What follows belongs to an exercise in optimizing a design on an open flow for small area and few clock cycles per item; a production flow would make more cautious choices.
Only simulation tests tie the RTL to the original design; equivalence was not proved.

## ascon_enc
module ascon_enc(
	input [127:0] i_data,
	input [127:0] i_n,
	input [127:0] i_k,
	input clk,
	input i_rst,
	input i_start,
	input [15:0] i_a_len,
	input [15:0] i_m_len,
	output reg o_nxt_data,
	output reg o_c,
	output reg [127:0] o_data,
	output reg o_fin
	);
	localparam [63:0] IV = 64'h80800c0800000000;
	localparam [2:0] M_IDLE  = 3'd0;
	localparam [2:0] M_INIT  = 3'd1;
	localparam [2:0] M_AD    = 3'd2;
	localparam [2:0] M_PT    = 3'd3;
	localparam [2:0] M_FINAL = 3'd4;
	reg [2:0] mode, mode_nxt;
	reg [2:0] ph, ph_nxt;            
	reg [319:0] s;                   
	reg [127:0] key;
	reg [15:0] cnt, cnt_nxt;         
	reg [15:0] mlen;
	reg absorb;                      
	reg idle;                        
	wire cnt_one = (cnt == 16'd1);
	wire cnt_two = (cnt == 16'd2);
	reg key_in, key_out, dom_sep;
	always @(*) begin
		mode_nxt = mode;
		ph_nxt = ph;
		cnt_nxt = cnt;
		key_in = 1'b0;
		key_out = 1'b0;
		dom_sep = 1'b0;
		o_nxt_data = 1'b0;
		o_c = 1'b0;
		o_fin = 1'b0;
  ...
==> flow/config.mk <==
export PLATFORM = sky130hd
export DESIGN_NAME = ascon_enc
export DESIGN_NICKNAME = ascon_enc
export VERILOG_FILES = /design/flow/design.v
export SDC_FILE = /design/flow/constraint.sdc
export NUM_CORES = 4
export LEC_CHECK = 0
export CAP_MARGIN = 30
export CORE_MARGIN = 2
export CORE_UTILIZATION = 40
export GPL_TIMING_DRIVEN = 0
export SETUP_SLACK_MARGIN = 0.3
export SLEW_MARGIN = 30
==> flow/constraint.sdc <==
create_clock -name core_clock -period 10.0 [get_ports {clk}]
set_input_delay 2.0000 -clock core_clock [delete_from_list [all_inputs] [get_ports {clk}]]
set_output_delay 2.0000 -clock core_clock [all_outputs]
set_load 0.01 [all_outputs]
standard.sh (not shown) runs the stock make flow with config.mk's settings and CLKGATE_MAP_FILE= SYNTH_SCRIPT=/design/flow/synth_recipe.tcl, a recipe that flattens the netlist after the stock synthesis.
==> flow/flow/run.sh <==
#!/bin/bash
# Standard ORFS layout (standard.sh), except that synthesis maps cells with an
# area-oriented ABC script and without full-adder extraction, and the port
# buffers are the smallest buffer cell.
set -euo pipefail
here=$(pwd)
sed -e "s#SYNTH_SCRIPT=[^ ]*#SYNTH_SCRIPT=$here/flow/synth_area.tcl ADDER_MAP_FILE= 'BUFFER_PORTS_ARGS=-buffer_cell sky130_fd_sc_hd__buf_1'#" standard.sh > flow_standard.sh
bash flow_standard.sh > flow_make.log 2>&1
==> flow/flow/abc_nf.script <==
strash
&get -n
&st
&dch
&nf -R 1000
&put
==> flow/flow/synth_area.tcl <==
# The standard synthesis (synth_recipe.tcl), with ABC's cell mapping done by
# an area-oriented script (abc_nf.script) instead of ORFS's speed script.
set ::area_abc_script [file join [file dirname [file normalize [info script]]] abc_nf.script]
proc abc {args} {
  set i [lsearch -exact $args -script]
  if { $i >= 0 } { lset args [expr { $i + 1 }] $::area_abc_script }
  set i [lsearch -exact $args -D]
  if { $i >= 0 } { lset args [expr { $i + 1 }] 10000 }
  yosys abc {*}$args
}
source [file join [file dirname [file dirname [file normalize [info script]]]] synth_recipe.tcl]
The baseline finished with timing, DRC and antenna clean.
Testbench counts at the start, summed over its fixed seeds: cycles 9,824, messages 256.
Next try:
- SETUP_SLACK_MARGIN: 0.3 -> 0.15
Result: Global-route usage is about the same; die area stays the same; final cell count shrinks slightly; via count shrinks slightly; setup slack degrades by 0.019 ns.

* * *

v9:
The RTL this note starts from:
==> flow/design.v <==
module ascon_enc(
	input [127:0] i_data,
	input [127:0] i_n,
	input [127:0] i_k,
	input clk,
	input i_rst,
	input i_start,
	input [15:0] i_a_len,
	input [15:0] i_m_len,
	output reg o_nxt_data,
	output reg o_c,
	output reg [127:0] o_data,
	output reg o_fin
	);
	localparam [63:0] IV = 64'h80800c0800000000;
	localparam [2:0] M_IDLE  = 3'd0;
	localparam [2:0] M_INIT  = 3'd1;
	localparam [2:0] M_AD    = 3'd2;
	localparam [2:0] M_PT    = 3'd3;
	localparam [2:0] M_FINAL = 3'd4;
	localparam [2:0] M_FIN   = 3'd5;
	reg [2:0] mode, mode_nxt;
	reg [1:0] ph, ph_nxt;            
	reg [319:0] s;                   
	reg [127:0] key;
	reg [15:0] cnt, cnt_nxt;         
	reg [15:0] mlen;
	reg absorb;                      
	reg [31:0] rc;                   
	wire idle = (mode == M_IDLE);
	wire cnt_one = (cnt == 16'd1);
	wire cnt_two = (cnt == 16'd2);
	reg key_in, key_out, dom_sep;
	always @(*) begin
		mode_nxt = mode;
		ph_nxt = ph;
		cnt_nxt = cnt;
		key_in = 1'b0;
		key_out = 1'b0;
		dom_sep = 1'b0;
		o_nxt_data = 1'b0;
		o_c = 1'b0;
		o_fin = 1'b0;
		case (mode)
			M_IDLE: begin
				ph_nxt = 2'd0;
				if (i_start) mode_nxt = M_INIT;
			end
			M_INIT: begin
				case (ph)
					2'd0: ph_nxt = 2'd1;
					2'd1: begin
						o_nxt_data = 1'b1;
						ph_nxt = 2'd2;
					end
					default: begin
						key_out = 1'b1;
						mode_nxt = M_AD;
						ph_nxt = 2'd1;
					end
				endcase
			end
			M_AD: begin
				if (ph == 2'd1) begin
					o_nxt_data = 1'b1;
					ph_nxt = 2'd2;
				end else begin
					ph_nxt = 2'd1;
					if (cnt_one) begin
						dom_sep = 1'b1;
						mode_nxt = M_PT;
						cnt_nxt = mlen;
					end else begin
						cnt_nxt = cnt - 16'd1;
					end
				end
			end
			M_PT: begin
				if (ph == 2'd1) begin
					o_c = 1'b1;
					o_nxt_data = 1'b1;
					ph_nxt = 2'd2;
				end else begin
					cnt_nxt = cnt - 16'd1;
					if (cnt_two) begin
						key_in = 1'b1;
						mode_nxt = M_FINAL;
						ph_nxt = 2'd0;
					end else begin
						ph_nxt = 2'd1;
					end
				end
			end
			M_FINAL: begin
				case (ph)
					2'd0: begin
						o_c = 1'b1;
						ph_nxt = 2'd1;
					end
					2'd1: ph_nxt = 2'd2;
					default: begin
						key_out = 1'b1;
						mode_nxt = M_FIN;
						ph_nxt = 2'd0;
					end
				endcase
			end
			M_FIN: begin
				o_fin = 1'b1;
				mode_nxt = M_IDLE;
				ph_nxt = 2'd0;
			end
			default: begin
				mode_nxt = M_IDLE;
				ph_nxt = 2'd0;
			end
		endcase
	end
	wire [319:0] p_out;
	ascon_round4 perm (.i_s(s), .i_rc(rc), .o_s(p_out));
	function [31:0] group_rc(input [1:0] g);
		case (g)
			2'd0: group_rc = 32'hf0e1d2c3;
			2'd1: group_rc = 32'hb4a59687;
			default: group_rc = 32'h78695a4b;
		endcase
	endfunction
	wire [319:0] mask = {i_data & {128{absorb}},
		key & {128{key_in}}, 64'd0}
		^ {192'd0, key & {128{key_out}}}
		^ {319'd0, dom_sep};
	always @(*) begin
		if (o_fin) o_data = s[127:0];
		else o_data = s[319:192];
	end
	always @(posedge clk) begin
		if (idle) s <= {IV, i_k, i_n};
		else s <= p_out ^ mask;
		if (idle) begin
			key <= i_k;
			mlen <= i_m_len;
		end
		cnt <= idle ? i_a_len : cnt_nxt;
	end
	always @(posedge clk or negedge i_rst) begin
		if (~i_rst) begin
			mode <= M_IDLE;
			ph <= 2'd0;
			absorb <= 1'b0;
			rc <= 32'hf0e1d2c3;
		end else begin
			mode <= mode_nxt;
			ph <= ph_nxt;
			absorb <= o_nxt_data;
			rc <= group_rc(ph_nxt);
		end
	end
endmodule
module ascon_round4(
	input [319:0] i_s,
	input [31:0] i_rc,
	output [319:0] o_s
	);
	wire [319:0] s1, s2, s3;
	ascon_round r0 (.i_s(i_s), .i_c(i_rc[31:24]), .o_s(s1));
	ascon_round r1 (.i_s(s1),  .i_c(i_rc[23:16]), .o_s(s2));
	ascon_round r2 (.i_s(s2),  .i_c(i_rc[15:8]),  .o_s(s3));
	ascon_round r3 (.i_s(s3),  .i_c(i_rc[7:0]),   .o_s(o_s));
endmodule
module ascon_round(
	input [319:0] i_s,
	input [7:0] i_c,
	output [319:0] o_s
	);
	wire [63:0] x0 = i_s[319:256];
	wire [63:0] x1 = i_s[255:192];
	wire [63:0] x2 = i_s[191:128] ^ {56'd0, i_c};
	wire [63:0] x3 = i_s[127:64];
	wire [63:0] x4 = i_s[63:0];
	wire [63:0] a0 = x0 ^ x4;
	wire [63:0] a2 = x2 ^ x1;
	wire [63:0] a4 = x4 ^ x3;
	wire [63:0] b0 = a0 ^ (~x1 & a2);
	wire [63:0] b1 = x1 ^ (~a2 & x3);
	wire [63:0] b2 = a2 ^ (~x3 & a4);
	wire [63:0] b3 = x3 ^ (~a4 & a0);
	wire [63:0] b4 = a4 ^ (~a0 & x1);
	wire [63:0] t0 = b0 ^ b4;
	wire [63:0] t1 = b1 ^ b0;
	wire [63:0] t2 = ~b2;
	wire [63:0] t3 = b3 ^ b2;
	wire [63:0] t4 = b4;
	assign o_s[319:256] = t0 ^ {t0[18:0], t0[63:19]} ^ {t0[27:0], t0[63:28]};
	assign o_s[255:192] = t1 ^ {t1[60:0], t1[63:61]} ^ {t1[38:0], t1[63:39]};
	assign o_s[191:128] = t2 ^ {t2[ 1:0], t2[63: 1]} ^ {t2[ 5:0], t2[63: 6]};
	assign o_s[127:64]  = t3 ^ {t3[ 9:0], t3[63:10]} ^ {t3[16:0], t3[63:17]};
	assign o_s[63:0]    = t4 ^ {t4[ 6:0], t4[63: 7]} ^ {t4[40:0], t4[63:41]};
endmodule
clock: 10.0 ns
lec_check: 0
cap_margin: 30
core_margin: 2
core_utilization: 40
place_density: 0.7
setup_slack_margin: 1.0
slew_margin: 30
Scripts as last shown in full above: flow/flow/run.sh, flow/flow/abc_nf.script, flow/flow/synth_area.tcl
Testbench counts of v9, summed over its fixed seeds: cycles 5,424, messages 256.
Modified inputs, v13 compared to v9
# v9
export LEC_CHECK = 0
export CAP_MARGIN = 30
export CORE_MARGIN = 2
export CORE_UTILIZATION = 40
export PLACE_DENSITY = 0.7
export SETUP_SLACK_MARGIN = 1.0
export SLEW_MARGIN = 30
create_clock -name core_clock -period 10.0 [get_ports {clk}]
# v13
export LEC_CHECK = 0
export CAP_MARGIN = 30
export CORE_MARGIN = 2
export CORE_UTILIZATION = 40
export SETUP_SLACK_MARGIN = 0.4
export SLEW_MARGIN = 30
create_clock -name core_clock -period 10.0 [get_ports {clk}]
### Flow results
Utilization delta (v9 -> v13): insignificant
v13 finished all stages; however, its layout fails the closing checks, the failures being negative setup slack.
v13: worst setup slack after placement 0.20 ns below v9
Global-route usage (v13 over v9): increase, 0.56 points
Side by side, half-perimeter wire length of the detailed placement result turned out higher in v13 than in v9.
Inputs modified between v13 and v56:
# v13
export LEC_CHECK = 0
export CAP_MARGIN = 30
export CORE_MARGIN = 2
export CORE_UTILIZATION = 40
export SETUP_SLACK_MARGIN = 0.4
export SLEW_MARGIN = 30
create_clock -name core_clock -period 10.0 [get_ports {clk}]
# v56
export LEC_CHECK = 0
export CAP_MARGIN = 30
export CORE_MARGIN = 2
export CORE_UTILIZATION = 40
export PLACE_DENSITY = 0.8
export SETUP_SLACK_MARGIN = 1.0
export SLEW_MARGIN = 30
create_clock -name core_clock -period 10.0 [get_ports {clk}]
--- outcome ---
v56 has completed all stages; timing, DRC and antenna checks passed.
Share of post-route cells with drive strength above 1 up 0.41 points in v56 wrt v13
From v13 to v56, synthesized cell count did not move at all.
Min global-route usage across v56 and v13: v13
Area after detailed placement, v56 vs v13: up slightly
Changes observed in v56 relative to v13: post-route cell area now larger.
Changes observed in v56 relative to v13: wire length now sits higher; core utilization of the finished layout now sits higher.
Setup changes, v56 to v50
# v56
export LEC_CHECK = 0
export CAP_MARGIN = 30
export CORE_MARGIN = 2
export CORE_UTILIZATION = 40
export PLACE_DENSITY = 0.8
export SETUP_SLACK_MARGIN = 1.0
export SLEW_MARGIN = 30
create_clock -name core_clock -period 10.0 [get_ports {clk}]
# v50
export LEC_CHECK = 0
export CAP_MARGIN = 50
export CORE_MARGIN = 2
export CORE_UTILIZATION = 40
export SETUP_SLACK_MARGIN = 1.5
export SLEW_MARGIN = 30
create_clock -name core_clock -period 10.0 [get_ports {clk}]
Notes after the runs:
- From v56 to v50 the numbers moved as follows: clock skew down 0.033 ns, post-synthesis to final-layout area growth up 2.3 points.

==> what the ideal ports hide <==
Ports are ideal in the flow. The routed layouts listed here were re-timed in OpenROAD.
Step 1 sets driving cells, clkbuf_16 on the clock port and buf_2 on the other inputs (assumed; they add their load-dependent delay and slew).
Step 2 moves the port delays by t, midway between the first and last clock arrival at a register: inputs arrive t later, outputs are due t later. That takes back most of the time a late clock gives input paths.
a / b / c = ideal / step 1 / step 2; a / b = the first two.
run | t, ns | setup WS [ns] | worst setup path at the end | slew at the worst register clock pin (ns) | cell pins on the clock port's net
the first run of note 1 | 0.754 | 0.165 / 0.089 / 0.717 | input to output | 0.08 / 0.08 | 1
the second run of note 1 | 0.758 | 0.146 / 0.069 / 0.752 | input to output | 0.08 / 0.08 | 1
v9 | 0.825 | 0.569 / 0.569 / 0.569 | register to register | 0.08 / 0.08 | 1
v13 | 0.816 | -0.245 / -0.245 / -0.245 | register to register | 0.07 / 0.07 | 1
v56 | 0.779 | 0.462 / 0.462 / 0.462 | register to register | 0.08 / 0.08 | 1
v50 | 0.840 | 1.079 / 1.079 / 1.079 | register to register | 0.07 / 0.07 | 1
